Source: an optimization exercise on an open RTL-to-GDS flow (aim: small area and a short achievable clock period). Production flows keep margins and buffers that such runs may drop.
Where RTL was checked, it was by simulation tests only, not by an equivalence proof against the original.
Power and IR drop assume default switching activity.

==> inputs of pepper <==
## TaskInjector
module TaskInjector
#(
    parameter logic [31:0] INJECTOR_ADDRESS = 32'hE0000000,
    parameter              FLIT_SIZE        = 32,
    parameter              INJECT_MAPPER    = 0
)
(
    input  logic                     clk_i,
    input  logic                     rst_ni,
    input  logic                     src_eoa_i,
    input  logic                     src_rx_i,
    output logic                     src_credit_o,
    input  logic [(FLIT_SIZE - 1):0] src_data_i,
    input  logic [15:0]              mapper_address_i,
    output logic                     noc_tx_o,
    output logic                     noc_eop_o,
    input  logic                     noc_credit_i,
    output logic [(FLIT_SIZE - 1):0] noc_data_o,
    input  logic                     noc_rx_i,
    input  logic                     noc_eop_i,
    output logic                     noc_credit_o,
    input  logic [(FLIT_SIZE - 1):0] noc_data_i
);
clock: 5.5 ns
lec_check: 0
abc_clock_period_in_ps: 1500
cap_margin: 20
core_margin: 2
core_utilization: 55
cts_cluster_diameter: 60
cts_cluster_size: 25
setup_slack_margin: 2.75
slew_margin: 20
run.sh (not shown) runs the stock make flow with config.mk's settings and CLKGATE_MAP_FILE= SYNTH_SCRIPT=/design/flow/synth_recipe.tcl, a recipe that flattens the netlist after the stock synthesis.
==> onyx (differences from pepper) <==
--- a/flow/design.v
+++ b/flow/design.v
@@ -74,23 +74,23 @@
     logic [8:0]  rs_r;
     assign is_q = is_r ^ 14'(1 << I_IDLE);
     assign ss_q = ss_r ^ 6'(1 << S_IDLE);
     assign rs_q = rs_r ^ 9'(1 << R_IDLE);
     logic pass_q;     
     logic pass_dq;    
     logic tx_dq;
     logic tx_q;       
-    logic credit_q;   
+    logic credit_nq; 
     logic last_q;     
     logic rx_en_q;    
     logic [31:0] hdr_q;   
     logic [31:0] pm_q;    
     assign noc_tx_o     = (pass_q & src_rx_i)     | tx_q;
-    assign src_credit_o = (pass_q & noc_credit_i) | credit_q;
+    assign src_credit_o = (pass_q & noc_credit_i) | ~credit_nq;
     assign noc_eop_o    = noc_credit_i & last_q;
     assign noc_data_o   = (src_data_i & pm_q) | hdr_q;
     assign noc_credit_o = rx_en_q;
     logic accept;
     logic sent;
     assign accept = ((pass_dq & src_rx_i) | tx_dq) & noc_credit_i;
     assign sent   = accept & last_q;
     logic [8:0] in_idx, in_idx_d;
@@ -160,92 +160,116 @@
         if (pos == 8'd0)
             ring_dec = 8'(N_ADDR - 1);
         else
             ring_dec = pos - 1'b1;
     endfunction
     logic [7:0]  din_pos;
     logic        pend_d, now_d;
     logic        w_en_q, w_first_q;    
-    logic [6:0]  w_pos_q;              
+    logic [15:0] w_hi_q;               
+    logic [7:0]  w_lo_q;               
     logic [15:0] w_data_q;
     assign ring_wr = noc_rx_i && at_addr_q;
     assign din_pos = ring_dec(wr_pos);
     assign pend_d  = din_v && din_pos[0];
     assign now_d   = ring_wr && !din_pos[0];
     always_ff @(posedge clk_i) begin
         din      <= noc_data_i[15:0];
         w_data_q <= pend_d ? din : noc_data_i[15:0];
-        w_pos_q  <= din_pos[7:1];
+        for (int h = 0; h < 16; h++)
+            w_hi_q[h] <= (din_pos[7:4] == 4'(h));
     end
     for (genvar gi = 0; gi < N_ADDR; gi++) begin : gen_ring
         if (gi % 2 == 0) begin : g_even
             logic sel;
-            assign sel = w_en_q && (w_pos_q == 7'(gi / 2));
+            assign sel = w_hi_q[gi / 16] && w_lo_q[(gi / 2) % 8];
             always_ff @(posedge clk_i)
                 ring[gi] <= ~((w_data_q & {16{sel}}) | ring[(gi + 1) % N_ADDR]);
         end
         else begin : g_odd
             always_ff @(posedge clk_i)
                 ring[gi] <= ~({16{ring_clr_q}} | ring[(gi + 1) % N_ADDR]);
         end
     end
     always_ff @(posedge clk_i or negedge rst_ni) begin
         if (!rst_ni) begin
             wr_pos     <= '0;
             fetch_pos  <= '0;
             din_v      <= 1'b0;
             din_first  <= 1'b0;
             w_en_q     <= 1'b0;
+            w_lo_q     <= '0;
             w_first_q  <= 1'b0;
             din_v_seen <= 1'b0;
             ring_clr_q <= 1'b1;
         end
         else begin
             wr_pos     <= ring_wr ? wr_pos : ring_dec(wr_pos);
             fetch_pos  <= fetch_pos_d;
             din_v      <= ring_wr;
             din_first  <= ring_wr && !din_v_seen;
             w_en_q     <= pend_d || now_d;
+            for (int l = 0; l < 8; l++)
+                w_lo_q[l] <= (pend_d || now_d) && (din_pos[3:1] == 3'(l));
             w_first_q  <= pend_d ? din_first : (ring_wr && !din_v_seen);
             din_v_seen <= (din_v_seen || ring_wr) && !rs_q[R_IDLE];
             ring_clr_q <= rs_d[R_IDLE] || rs_q[R_IDLE];
         end
     end
     localparam N_TAP = (N_ADDR + 7) / 8;
     logic [N_TAP-1:0] tap_q;
     logic [7:0]       fetch_pos_d;
     always_comb begin
         if (din_first)
             fetch_pos_d = din_pos;
         else if (!fetch_next)
             fetch_pos_d = ring_dec(fetch_pos);
         else
             fetch_pos_d = fetch_pos;
     end
+    logic first_w_d;
+    assign first_w_d = pend_d ? din_first : (now_d && !din_v_seen);
     always_ff @(posedge clk_i or negedge rst_ni) begin
         if (!rst_ni)
             tap_q <= '0;
         else
             for (int m = 0; m < N_TAP; m++)
-                tap_q[m] <= din_first  ? (wr_pos == 8'(8 * m + 1))
-                          : fetch_next ? (fetch_pos == 8'(8 * m))
-                          :              (fetch_pos == 8'(8 * m + 1));
-    end
-    logic [15:0] ring_tap;
-    always_comb begin
-        ring_tap = '0;
-        for (int m = 0; m < N_TAP; m++)
-            ring_tap = ring_tap | (~ring[8 * m] & {16{tap_q[m]}});
+                tap_q[m] <= !first_w_d
+                         && (din_first  ? (wr_pos == 8'(8 * m + 1))
+                           : fetch_next ? (fetch_pos == 8'(8 * m))
+                           :              (fetch_pos == 8'(8 * m + 1)));
+    end
+    localparam N_GRP = 4;
+    localparam GRP_TAPS = (N_TAP + N_GRP - 1) / N_GRP;
+    logic [15:0] grp_d [N_GRP];
+    logic [15:0] grp_q [N_GRP];
+    logic        tap_hit_q;
+    always_comb begin
+        for (int j = 0; j < N_GRP; j++) begin
+            grp_d[j] = '0;
+            for (int m = j * GRP_TAPS; m < (j + 1) * GRP_TAPS && m < N_TAP; m++)
+                grp_d[j] = grp_d[j] | (~ring[8 * m] & {16{tap_q[m]}});
+        end
+    end
+    always_ff @(posedge clk_i) begin
+        for (int j = 0; j < N_GRP; j++)
+            grp_q[j] <= grp_d[j];
+    end
+    always_ff @(posedge clk_i or negedge rst_ni) begin
+        if (!rst_ni)
+            tap_hit_q <= 1'b0;
+        else
+            tap_hit_q <= |tap_q;
     end
     always_ff @(posedge clk_i) begin
         if (w_en_q && w_first_q)
             task_addr <= w_data_q;
-        else if (|tap_q)
-            task_addr <= ring_tap;
+        else if (tap_hit_q)
+            task_addr <= grp_q[0] | grp_q[1] | grp_q[2] | grp_q[3];
     end
     logic in_last;    
     assign in_last = at_last_q;
     logic rx_start;
     assign rx_start = ss_q[S_WAIT_REQ] || is_q[I_MAP] || is_q[I_WAIT_CMP];
     always_comb begin
         rs_d = '0;
         rs_d[R_IDLE]     = (rs_q[R_IDLE] && !rx_start)
@@ -472,26 +496,26 @@
     end
     always_ff @(posedge clk_i or negedge rst_ni) begin
         if (!rst_ni) begin
             ss_r     <= '0;
             hdr_idx  <= '0;
             remain   <= '0;
             pass_q   <= 1'b0;
             tx_q     <= 1'b0;
-            credit_q <= 1'b1;
+            credit_nq <= 1'b0;
             last_q   <= 1'b0;
         end
         else begin
             ss_r     <= ss_d ^ 6'(1 << S_IDLE);
             hdr_idx  <= hdr_idx_d;
             remain   <= remain_d;
             pass_q   <= pass_d;
             tx_q     <= tx_d;
-            credit_q <= !ss_d[S_PACKET] && (
+            credit_nq <= !(!ss_d[S_PACKET] && (
                             is_d[I_IDLE]   || is_d[I_HASH]    || is_d[I_TASK_CNT] ||
                             is_d[I_TXT_SZ] || is_d[I_DATA_SZ] || is_d[I_BSS_SZ]   ||
                             is_d[I_ENTRY]
-                        );
+                        ));
             last_q   <= last_d;
         end
     end
 endmodule
==> flow/flow/run.sh (new file) <==
#!/bin/bash
# The standard layout (standard.sh), unchanged except that the input and
# output port buffers are plain buffers (buf_4) instead of the delay buffer
# that buffer_ports picks on its own. The make output goes to standard_flow.log;
# ORFS keeps each step's log under orfs/logs/.
set -euo pipefail
export BUFFER_PORTS_ARGS="-buffer_cell sky130_fd_sc_hd__buf_4"
bash standard.sh > standard_flow.log 2>&1
==> flow/standard.sh (new file) <==
#!/bin/bash
# synth_recipe.tcl (not shown) runs the flow's synth.tcl, then flattens the netlist and writes it again
# the make line also repeats each setting of config.mk as NAME=value (left out here)
make -C /OpenROAD-flow-scripts/flow DESIGN_CONFIG=/design/flow/config.mk WORK_HOME=/design/flow/orfs CLKGATE_MAP_FILE= SYNTH_SCRIPT=/design/flow/synth_recipe.tcl "${@:-finish}"
Settings changed: TNS_END_PERCENT set to 5.
removed: flow/run.sh
==> nickel (differences from pepper) <==
--- a/flow/design.v
+++ b/flow/design.v
@@ -115,24 +115,22 @@
             at0_q     <= 1'b0;
             at1_q     <= 1'b0;
             at2_q     <= 1'b0;
             at5_q     <= 1'b0;
             at_addr_q <= 1'b0;
             at_last_q <= 1'b0;
         end
         else begin
-            at0_q     <= rs_d[R_PACKET] && (rs_q[R_IDLE] || (!in_wr && in_idx == 9'd0));
-            at1_q     <= rs_d[R_PACKET] && !rs_q[R_IDLE] && (in_wr ? in_idx == 9'd0 : in_idx == 9'd1);
-            at2_q     <= rs_d[R_PACKET] && !rs_q[R_IDLE] && (in_wr ? in_idx == 9'd1 : in_idx == 9'd2);
-            at5_q     <= rs_d[R_PACKET] && !rs_q[R_IDLE] && (in_wr ? in_idx == 9'd4 : in_idx == 9'd5);
-            at_addr_q <= rs_d[R_PACKET] && !rs_q[R_IDLE]
-                      && (in_wr ? in_idx >= 9'(ADDR_FIRST - 1) : in_idx >= 9'(ADDR_FIRST));
-            at_last_q <= !rs_q[R_IDLE]
-                      && (in_wr ? in_idx == 9'(MAX_IN_SIZE - 2) : in_idx == 9'(MAX_IN_SIZE - 1));
+            at0_q     <= rs_d[R_PACKET] && in_idx_d == 9'd0;
+            at1_q     <= rs_d[R_PACKET] && in_idx_d == 9'd1;
+            at2_q     <= rs_d[R_PACKET] && in_idx_d == 9'd2;
+            at5_q     <= rs_d[R_PACKET] && in_idx_d == 9'd5;
+            at_addr_q <= rs_d[R_PACKET] && in_idx_d >= 9'(ADDR_FIRST);
+            at_last_q <= in_idx_d == 9'(MAX_IN_SIZE - 1);
         end
     end
     always_ff @(posedge clk_i) begin
         if (noc_rx_i && at0_q) begin
             svc0_av  <= (noc_data_i[23:16] == DATA_AV);
             svc0_req <= (noc_data_i[23:16] == MESSAGE_REQUEST);
             svc0_dlv <= (noc_data_i[23:16] == MESSAGE_DELIVERY);
         end
@@ -148,71 +146,76 @@
     end
     logic [15:0] ring [N_ADDR];
     logic [7:0]  wr_pos;       
     logic [7:0]  fetch_pos;    
     logic [15:0] task_addr;
     logic        ring_wr;      
     logic        ring_clr_q;   
     logic        fetch_next;   
-    logic [15:0] din;          
+    logic [15:0] din, din2;    
     logic        din_v, din_first;     
+    logic        pend_q, pend_first;   
     logic        din_v_seen;           
+    logic [7:0]  pend_pos;             
     function automatic logic [7:0] ring_dec(input logic [7:0] pos);
         if (pos == 8'd0)
             ring_dec = 8'(N_ADDR - 1);
         else
             ring_dec = pos - 1'b1;
     endfunction
-    logic [7:0]  din_pos;
-    logic        pend_d, now_d;
-    logic        w_en_q, w_first_q;    
-    logic [6:0]  w_pos_q;              
-    logic [15:0] w_data_q;
+    logic [7:0]  din_pos;      
+    logic        din_now;      
+    logic [7:0]  w_pos;
+    logic        w_en, w_first;
+    logic [15:0] w_data;
     assign ring_wr = noc_rx_i && at_addr_q;
     assign din_pos = ring_dec(wr_pos);
-    assign pend_d  = din_v && din_pos[0];
-    assign now_d   = ring_wr && !din_pos[0];
+    assign din_now = din_v && !din_pos[0];
+    assign w_en    = pend_q || din_now;
+    assign w_pos   = pend_q ? pend_pos   : din_pos;
+    assign w_data  = pend_q ? din2       : din;
+    assign w_first = pend_q ? pend_first : din_first;
     always_ff @(posedge clk_i) begin
         din      <= noc_data_i[15:0];
-        w_data_q <= pend_d ? din : noc_data_i[15:0];
-        w_pos_q  <= din_pos[7:1];
+        din2     <= din;
+        pend_pos <= ring_dec(din_pos);
     end
     for (genvar gi = 0; gi < N_ADDR; gi++) begin : gen_ring
         if (gi % 2 == 0) begin : g_even
             logic sel;
-            assign sel = w_en_q && (w_pos_q == 7'(gi / 2));
+            assign sel = w_en && (w_pos[7:1] == 7'(gi / 2));
             always_ff @(posedge clk_i)
-                ring[gi] <= ~((w_data_q & {16{sel}}) | ring[(gi + 1) % N_ADDR]);
+                ring[gi] <= ~((w_data & {16{sel}}) | ring[(gi + 1) % N_ADDR]);
         end
         else begin : g_odd
             always_ff @(posedge clk_i)
                 ring[gi] <= ~({16{ring_clr_q}} | ring[(gi + 1) % N_ADDR]);
         end
     end
     always_ff @(posedge clk_i or negedge rst_ni) begin
         if (!rst_ni) begin
             wr_pos     <= '0;
             fetch_pos  <= '0;
             din_v      <= 1'b0;
             din_first  <= 1'b0;
-            w_en_q     <= 1'b0;
-            w_first_q  <= 1'b0;
+            pend_q     <= 1'b0;
+            pend_first <= 1'b0;
             din_v_seen <= 1'b0;
             ring_clr_q <= 1'b1;
         end
         else begin
             wr_pos     <= ring_wr ? wr_pos : ring_dec(wr_pos);
             fetch_pos  <= fetch_pos_d;
             din_v      <= ring_wr;
             din_first  <= ring_wr && !din_v_seen;
-            w_en_q     <= pend_d || now_d;
-            w_first_q  <= pend_d ? din_first : (ring_wr && !din_v_seen);
+            pend_q     <= din_v && din_pos[0];
+            pend_first <= din_first;
             din_v_seen <= (din_v_seen || ring_wr) && !rs_q[R_IDLE];
-            ring_clr_q <= rs_d[R_IDLE] || rs_q[R_IDLE];
+            ring_clr_q <= rs_d[R_IDLE] || (rs_d[R_PACKET] && in_idx_d == '0);
         end
     end
     localparam N_TAP = (N_ADDR + 7) / 8;
     logic [N_TAP-1:0] tap_q;
     logic [7:0]       fetch_pos_d;
     always_comb begin
         if (din_first)
             fetch_pos_d = din_pos;
@@ -221,29 +224,27 @@
         else
             fetch_pos_d = fetch_pos;
     end
     always_ff @(posedge clk_i or negedge rst_ni) begin
         if (!rst_ni)
             tap_q <= '0;
         else
             for (int m = 0; m < N_TAP; m++)
-                tap_q[m] <= din_first  ? (wr_pos == 8'(8 * m + 1))
-                          : fetch_next ? (fetch_pos == 8'(8 * m))
-                          :              (fetch_pos == 8'(8 * m + 1));
+                tap_q[m] <= (fetch_pos_d == 8'(8 * m));
     end
     logic [15:0] ring_tap;
     always_comb begin
         ring_tap = '0;
         for (int m = 0; m < N_TAP; m++)
             ring_tap = ring_tap | (~ring[8 * m] & {16{tap_q[m]}});
     end
     always_ff @(posedge clk_i) begin
-        if (w_en_q && w_first_q)
-            task_addr <= w_data_q;
+        if (w_en && w_first)
+            task_addr <= w_data;
         else if (|tap_q)
             task_addr <= ring_tap;
     end
     logic in_last;    
     assign in_last = at_last_q;
     logic rx_start;
     assign rx_start = ss_q[S_WAIT_REQ] || is_q[I_MAP] || is_q[I_WAIT_CMP];
     always_comb begin
==> summary of the runs <==
Die area: pepper < nickel < onyx.
The lowest sequential share of layout area belongs to nickel, the highest to onyx.
Maximum frequency: nickel is lower than pepper (about 7%).
In sequential power, pepper and nickel hardly differ.
Design area: pepper < onyx < nickel.
In pepper the setup slack is higher than in nickel, by 220 ps.
Function not checked in pepper and nickel: the RTL went through the layout flow alone.

==> what the ideal ports hide <==
In the flow no input, the clock included, has a driving cell. The finished layouts below were timed again as built, in two steps.
Step 1: set_driving_cell puts a clkbuf_16 on clk_i and a buf_2 on each other input, an assumption about the parent block.
Step 2 moves the port delays by t, midway between the first and last clock arrival at a register: inputs arrive t later, outputs are due t later. That takes back most of the time a late clock gives input paths.
Three values: ideal, step 1, step 2; two values: the first two.
| run | t, ns | setup WS [ns] | clock arrival spread, ns | worst register clock-pin slew, ns |
|---|---|---|---|---|
| pepper | 0.993 | 2.541 / 2.541 / 2.184 | 0.087 / 0.088 | 0.10 / 0.10 |
| onyx | 0.968 | 2.611 / 2.610 / 2.031 | 0.092 / 0.091 | 0.10 / 0.10 |
| nickel | 1.006 | 2.324 / 2.324 / 2.323 | 0.049 / 0.049 | 0.11 / 0.11 |
After both steps every run listed still meets setup and hold. The setup slack of onyx, which loses most, moves by -0.001 ns with the drivers and by -0.580 ns with both steps.
